What follows belongs to an exercise in optimizing a design on an open flow for small area, a short achievable clock period and few clock cycles per item; a production flow would make more cautious choices. Only simulation tests tie the RTL to the original design; equivalence was not proved.

run A:
Design sdiv_unit, start of the top module:
module sdiv_unit #(parameter STEP = 4) (
		input clk,
		input rst,
		input [63 : 0] data_in_bus,
		input [1 : 0] valid_in_bus,
		output [1 : 0] ready_in_bus,
		output [31 : 0] data_out_bus,
		output [0 : 0] valid_out_bus,
		input [0 : 0] ready_out_bus
);
	localparam NCH = 32 / STEP;           
	localparam CW = 3;                    
	reg [31:0] ia, ib;
	reg fa, fb;           
	reg rdy_a, rdy_b;     
	reg iter;
	reg [30:0] rem;       
	reg [31:0] aq;        
	reg [31:0] bd;        
	reg [CW-1:0] cnt;     
	reg qneg;
	reg [1:0] nq;         
	reg vout;             
	reg hnz;              
	reg [31:0] odat;      
	assign ready_in_bus = {rdy_b, rdy_a};
	assign valid_out_bus = vout;
	assign data_out_bus = odat;
	function [32:0] bkadd(input [32:0] x, input [32:0] y, input ci);
		reg [32:0] g, p, p0;
		integer d, i;
		begin
			p0 = x ^ y;
			g = x & y;
			p = p0;
			g[0] = g[0] | (p[0] & ci);
			for (d = 1; d < 33; d = d * 2)
				for (i = 2 * d - 1; i < 33; i = i + 2 * d) begin
					g[i] = g[i] | (p[i] & g[i - d]);
					p[i] = p[i] & p[i - d];
				end
			for (d = 16; d >= 1; d = d / 2)
				for (i = 3 * d - 1; i < 33; i = i + 2 * d) begin
					g[i] = g[i] | (p[i] & g[i - d]);
					p[i] = p[i] & p[i - d];
				end
			bkadd = p0 ^ {g[31:0], ci};
		end
	endfunction
  ...
clock: 110.0 ns
lec_check: 0
cap_margin: 20
core_margin: 2
core_utilization: 65
slew_margin: 20
standard.sh (not shown) runs the stock make flow with config.mk's settings and CLKGATE_MAP_FILE= SYNTH_SCRIPT=/design/flow/synth_recipe.tcl, a recipe that flattens the netlist after the stock synthesis.
==> flow/flow/run.sh <==
#!/bin/bash
# The standard layout (the standard.sh, standard synthesis unchanged), with every port
# buffered by a plain sky130 buf_1 instead of the buffer the resizer picks by default, and a
# clock tree of clkbuf_16 leaves over clusters of up to 30 sinks, without dummy loads.
set -euo pipefail
bash standard.sh \
  'BUFFER_PORTS_ARGS=-buffer_cell sky130_fd_sc_hd__buf_1' \
  'CTS_ARGS=-sink_clustering_enable -repair_clock_nets -dont_use_dummy_load -buf_list sky130_fd_sc_hd__clkbuf_16 -sink_clustering_size 30 -sink_clustering_max_diameter 100' \
  RECOVER_POWER=50 \
  finish > flow_make.log 2>&1
Every stage of run A finished as expected; the final checks, on the other hand, flagged max-capacitance violations, max-slew violations, which means the layout fails.
Testbench counts of run A, summed over its fixed seeds: cycles 27,301, items 12,000.
The inputs of run B differ from those of run A as listed below.
-- flow/flow/run.sh --
<<< run A, line 8
  'CTS_ARGS=-sink_clustering_enable -repair_clock_nets -dont_use_dummy_load -buf_list sky130_fd_sc_hd__clkbuf_16 -sink_clustering_size 30 -sink_clustering_max_diameter 100' \
  RECOVER_POWER=50 \
  finish > flow_make.log 2>&1
>>> run B, line 8
  'CTS_ARGS=-sink_clustering_enable -repair_clock_nets -dont_use_dummy_load -buf_list sky130_fd_sc_hd__clkbuf_16 -sink_clustering_size 30 -sink_clustering_max_diameter 100' \
  finish > flow_make.log 2>&1
==> comparison <==
- No stage failed in run B, and the final checks on the layout all came back clean.
- For post-detailed-route wirelength per cell, run A and run B come out practically identical.
- Any difference in routed wire length between run B and run A is small enough to ignore.
- Run A -> run B: cell count after synthesis delta 0, exact match
- Run B and run A ended up with nearly the same core utilization.
- Taking run A as the reference, in run B area overhead of the layout relative to synthesis did not really move, sequential share of layout area did not really move, post-route cell area did not really move, total count of max-transition violations in the final report went down.
[inputs] run C vs run B
-- flow/flow/run.sh --
<<< run B, line 7
  'BUFFER_PORTS_ARGS=-buffer_cell sky130_fd_sc_hd__buf_1' \
  'CTS_ARGS=-sink_clustering_enable -repair_clock_nets -dont_use_dummy_load -buf_list sky130_fd_sc_hd__clkbuf_16 -sink_clustering_size 30 -sink_clustering_max_diameter 100' \
  finish > flow_make.log 2>&1
>>> run C, line 7
  'BUFFER_PORTS_ARGS=-buffer_cell sky130_fd_sc_hd__buf_1' \
  'CTS_ARGS=-sink_clustering_enable -repair_clock_nets -dont_use_dummy_load -buf_list sky130_fd_sc_hd__clkbuf_16 -sink_clustering_size 20 -sink_clustering_max_diameter 80' \
  finish > flow_make.log 2>&1
Notes after the runs:
Clock slew seen by the registers of the worst setup and hold paths: run C vs run B down 30 ps. Multi-input combinational cell count: run B vs run C identical. Route | run C vs run B | wire shorter in run C. Diff run B -> run C | via count of the first global-routing pass | up slightly. Going from run B to run C, number of fill cells lost 0.96%, slew at the pin with the worst max-slew slack lost 43 ps. Run B → run C: ratio of final minimum period to clock period neither gained nor lost much, slack of the critical path higher, total via count in the routed design -about 0.35%.
> inputs changed (run C -> run D)
-- flow/flow/run.sh --
<<< run C, line 3
# buffered by a plain sky130 buf_1 instead of the buffer the resizer picks by default, and a
# clock tree of clkbuf_16 leaves over clusters of up to 30 sinks, without dummy loads.
set -euo pipefail
>>> run D, line 3
# buffered by a plain sky130 buf_1 instead of the buffer the resizer picks by default, and a
# clock tree of clkbuf_16 leaves over clusters of up to 20 sinks, without dummy loads.
set -euo pipefail
-- flow/config.mk --
<<< run C, line 9
export CORE_MARGIN = 2
export CORE_UTILIZATION = 65
export SLEW_MARGIN = 20
>>> run D, line 9
export CORE_MARGIN = 2
export CORE_UTILIZATION = 75
export PLACE_DENSITY = 0.8
export SLEW_MARGIN = 20
Results
- Each of the runs, namely run D and run C, reached the end of the flow and came out clean.
- Wire length ended up 660 um higher on run D than on run C.
- Critical path depth: run C vs run D identical
- Setup WNS run C -> run D: better
- Compared to run C, run D was floorplanned on a smaller die.
- Run D: utilization is 10 points higher than what run C reported.
- Comparing run C against run D, there is no change at all in worst path buffer plus inverter count.
- Re synthesized-area fraction occupied by and/or/nand/nor cells: no difference whatsoever between run D and run C.
- Between run C and run D, the share of the clock period used by the worst path figures differ only marginally.
- Measured against each other, run D and run C differ in first-pass GRT wire length, the higher figure coming from run D.
- Per the comparison of run D with run C, cell area went down, vias after detailed routing went up.

---

The RTL this note starts from:
==> flow/design.v <==
module sdiv_unit #(parameter STEP = 4) (
		input clk,
		input rst,
		input [63 : 0] data_in_bus,
		input [1 : 0] valid_in_bus,
		output [1 : 0] ready_in_bus,
		output [31 : 0] data_out_bus,
		output [0 : 0] valid_out_bus,
		input [0 : 0] ready_out_bus
);
	localparam NCH = 32 / STEP;           
	localparam CW = 3;                    
	reg [31:0] ia, ib;
	reg fa, fb;           
	reg rdy_a, rdy_b;     
	reg iter;
	reg [30:0] rem;       
	reg [31:0] aq;        
	reg [31:0] bd;        
	reg [CW-1:0] cnt;     
	reg qneg;
	reg [1:0] nq;         
	reg vout;             
	reg hnz;              
	reg [31:0] odat;      
	assign ready_in_bus = {rdy_b, rdy_a};
	assign valid_out_bus = vout;
	assign data_out_bus = odat;
	function [32:0] bkadd(input [32:0] x, input [32:0] y, input ci);
		reg [32:0] g, p, p0;
		integer d, i;
		begin
			p0 = x ^ y;
			g = x & y;
			p = p0;
			g[0] = g[0] | (p[0] & ci);
			for (d = 1; d < 33; d = d * 2)
				for (i = 2 * d - 1; i < 33; i = i + 2 * d) begin
					g[i] = g[i] | (p[i] & g[i - d]);
					p[i] = p[i] & p[i - d];
				end
			for (d = 16; d >= 1; d = d / 2)
				for (i = 3 * d - 1; i < 33; i = i + 2 * d) begin
					g[i] = g[i] | (p[i] & g[i - d]);
					p[i] = p[i] & p[i - d];
				end
			bkadd = p0 ^ {g[31:0], ci};
		end
	endfunction
	function [31:0] cneg(input [31:0] x, input c);
		reg [31:0] o;
		integer d, i;
		begin
			o = {x[30:0], 1'b0};    
			for (d = 1; d < 32; d = d * 2)
				for (i = 31; i >= d; i = i - 1)
					o[i] = o[i] | o[i - d];
			cneg = x ^ ({32{c}} & o);
		end
	endfunction
	function [5:0] blen(input [31:0] x);
		integer i;
		begin
			blen = 6'd0;
			for (i = 0; i < 32; i = i + 1)
				if (x[i]) blen = i + 1;
		end
	endfunction
	wire aneg = ia[31];
	wire [31:0] absa = cneg(ia, aneg);
	wire [31:0] bx = ib ^ {32{ib[31]}};   
	wire [5:0] la = blen(absa);
	wire [5:0] lb = blen(bx);
	wire qzero = (la < lb);                       
	wire [6:0] nqb = la - lb + 1;                 
	wire [6:0] nqc = (nqb > 32) ? 7'd32 : nqb;
	wire [CW:0] nch = (nqc + STEP - 1) / STEP;    
	wire [CW-1:0] shc = NCH - nch;                
	wire [63:0] fun = {32'd0, absa} << (shc * STEP);
	wire bneg = bd[31];
	reg [30:0] r_i;
	reg [31:0] q_i;
	reg [32:0] t;
	wire [32:0] dneg = {1'b1, bd ^ {32{~bneg}}};    
	integer k;
	always @(*) begin
		r_i = rem;
		q_i = aq;
		for (k = 0; k < STEP; k = k + 1) begin
			t = bkadd({1'b0, r_i, q_i[31]}, dneg, ~bneg);
			r_i = t[32] ? {r_i[29:0], q_i[31]} : t[30:0];
			q_i = {q_i[30:0], ~t[32]};
		end
	end
	wire take_a = valid_in_bus[0] & rdy_a;
	wire take_b = valid_in_bus[1] & rdy_b;
	wire take_o = vout & ready_out_bus[0];
	wire last = iter & (cnt == 0);
	wire nzw = last & (nq == 2'd0);    
	wire unit_free = ~iter | nzw;
	wire consume = fa & fb & unit_free & (~qzero | (nq != 2'd3));
	wire start = consume & ~qzero;     
	wire zw = consume & qzero;         
	wire fa_n = (fa & ~consume) | take_a;
	wire fb_n = (fb & ~consume) | take_b;
	wire iter_n = start | (iter & ~nzw);
	wire [CW-1:0] cnt_n = start ? nch - 1'b1 : (iter & ~last) ? cnt - 1'b1 : cnt;
	wire [1:0] nq_s = nq + nzw + zw;
	wire [1:0] nq_t = nq_s - 1'b1;
	wire [1:0] nq_n = take_o ? nq_t : nq_s;
	wire last_n = iter_n & (cnt_n == 0);
	wire sure_s = (~iter_n & (nq_s != 2'd3)) | (last_n & (nq_s == 2'd0));
	wire sure_t = (~iter_n & (nq_t != 2'd3)) | (last_n & (nq_t == 2'd0));
	wire sure_n = take_o ? sure_t : sure_s;
	always @(posedge clk, posedge rst)
		if (rst) begin
			fa <= 1'b0;
			fb <= 1'b0;
			rdy_a <= 1'b1;
			rdy_b <= 1'b1;
			iter <= 1'b0;
			nq <= 2'd0;
			vout <= 1'b0;
			hnz <= 1'b0;
		end else begin
			fa <= fa_n;
			fb <= fb_n;
			rdy_a <= ~fa_n | (fb_n & sure_n);
			rdy_b <= ~fb_n | (fa_n & sure_n);
			iter <= iter_n;
			nq <= nq_n;
			vout <= take_o ? (nq_t != 2'd0) : (nq_s != 2'd0);
			hnz <= nzw | (hnz & ~take_o);
		end
	always @(posedge clk) begin
		if (~fa | consume) ia <= data_in_bus[31:0];
		if (~fb | consume) ib <= data_in_bus[63:32];
		cnt <= cnt_n;
		if (start) begin
			qneg <= ia[31] ^ ib[31];
			bd <= ib;
			rem <= fun[62:32];
			aq <= fun[31:0];
		end else if (iter & ~last) begin
			rem <= r_i;
			aq <= q_i;
		end
		if (nzw) odat <= cneg(q_i, qneg);
		else if ((take_o & hnz) | (zw & (nq == 2'd0))) odat <= 32'd0;
	end
endmodule
clock: 110.0 ns
lec_check: 0
cap_margin: 0
core_margin: 2
core_utilization: 65
gpl_routability_driven: 0
gpl_timing_driven: 0
slew_margin: 0
==> flow/flow/run.sh <==
#!/bin/bash
# The standard layout (the standard.sh, standard synthesis unchanged), with every port
# buffered by a plain sky130 buf_1 instead of the buffer the resizer picks by default, and a
# clock tree of clkbuf_16 leaves over clusters of up to 30 sinks, without dummy loads.
set -euo pipefail
bash standard.sh \
  'BUFFER_PORTS_ARGS=-buffer_cell sky130_fd_sc_hd__buf_1' \
  'CTS_ARGS=-sink_clustering_enable -repair_clock_nets -dont_use_dummy_load -buf_list sky130_fd_sc_hd__clkbuf_16 -sink_clustering_size 30 -sink_clustering_max_diameter 100' \
  finish > flow_make.log 2>&1
Testbench counts at the start, summed over its fixed seeds: cycles 27,293, items 12,000.
Edit:
- GPL_ROUTABILITY_DRIVEN: 0 -> unset
- GPL_TIMING_DRIVEN: 0 -> unset
Die area does not change.
Synthesized cell count stays the same.
Worst setup slack gains 0.064 ns.
Sequential share of layout area came out higher by 0.26 points.
Edit:
==> flow/flow/run.sh (replaced) <==
#!/bin/bash
# The standard layout (the standard.sh, standard synthesis unchanged), with every port
# buffered by a plain sky130 buf_1 instead of the buffer the resizer picks by default.
set -euo pipefail
bash standard.sh 'BUFFER_PORTS_ARGS=-buffer_cell sky130_fd_sc_hd__buf_1' finish > flow_make.log 2>&1
- CAP_MARGIN: 0 -> 20
- CTS_BUF_LIST: unset -> sky130_fd_sc_hd__clkbuf_4
- SLEW_MARGIN: 0 -> 20
=>
- The changed run completed with no timing, DRC or antenna violations
- via count rises by about 1.5%
- first-iteration DRC count falls by 0.92%
- worst setup slack is worse by 0.21 ns
- hold slack is worse by 0.0037 ns
- wire length rises by 0.92%
- synthesized area does not change
- clock-buffer cell count rises by 59
- die area is unchanged
Edit:
==> flow/flow/run.sh (replaced) <==
#!/bin/bash
# The standard layout (the standard.sh, standard synthesis unchanged), with every port
# buffered by a plain sky130 buf_1 instead of the buffer the resizer picks by default, and a
# clock tree of clkbuf_16 leaves over clusters of up to 30 sinks, without dummy loads.
set -euo pipefail
bash standard.sh \
  'BUFFER_PORTS_ARGS=-buffer_cell sky130_fd_sc_hd__buf_1' \
  'CTS_ARGS=-sink_clustering_enable -repair_clock_nets -dont_use_dummy_load -buf_list sky130_fd_sc_hd__clkbuf_16 -sink_clustering_size 30 -sink_clustering_max_diameter 100' \
  finish > flow_make.log 2>&1
- CTS_BUF_LIST: sky130_fd_sc_hd__clkbuf_4 -> unset
Result: Critical path depth is unchanged; worst setup slack improves by 0.22 ns; register-to-register slack degrades by 0.07 ns; utilization decreases by 1.2 points; wire length decreases by 0.86%; clock skew increases by 0.029 ns.

==> re-timing with driven ports <==
The results above use ideal ports. As a check the final layouts listed here were re-extracted and re-timed, cells and wires unchanged. Step 1 assumes that a clkbuf_16 drives the clock port and a buf_2 every other input. Step 2 adds t to the input delays and takes it off the output delays; t is the mean of the earliest and latest rising clock arrival at the registers after step 1. Input paths then give back, and output paths get back, about the clock's delay inside the block. a / b / c = ideal / step 1 / step 2; a / b = the first two.
| run | t (ns) | setup WS [ns] | worst setup path at the end |
|---|---|---|---|
| run A | 0.526 | 86.931 / 86.881 / 86.909 | input to register |
| run B | 0.525 | 86.934 / 86.883 / 86.933 | input to register |
| run C | 0.528 | 86.964 / 86.914 / 86.904 | input to register |
| run D | 0.516 | 86.980 / 86.932 / 86.940 | input to register |
| the first run of note 2 | 0.524 | 86.774 / 86.723 / 86.649 | input to register |
| the second run of note 2 | 0.524 | 86.838 / 86.788 / 86.897 | input to register |
| the third run of note 2 | 0.728 | 86.627 / 86.579 / 86.902 | input to register |
| the fourth run of note 2 | 0.526 | 86.842 / 86.792 / 86.894 | input to register |
For the first run of note 2, which loses most, drivers alone change the setup slack by -0.051 ns; drivers and shift together by -0.125 ns.
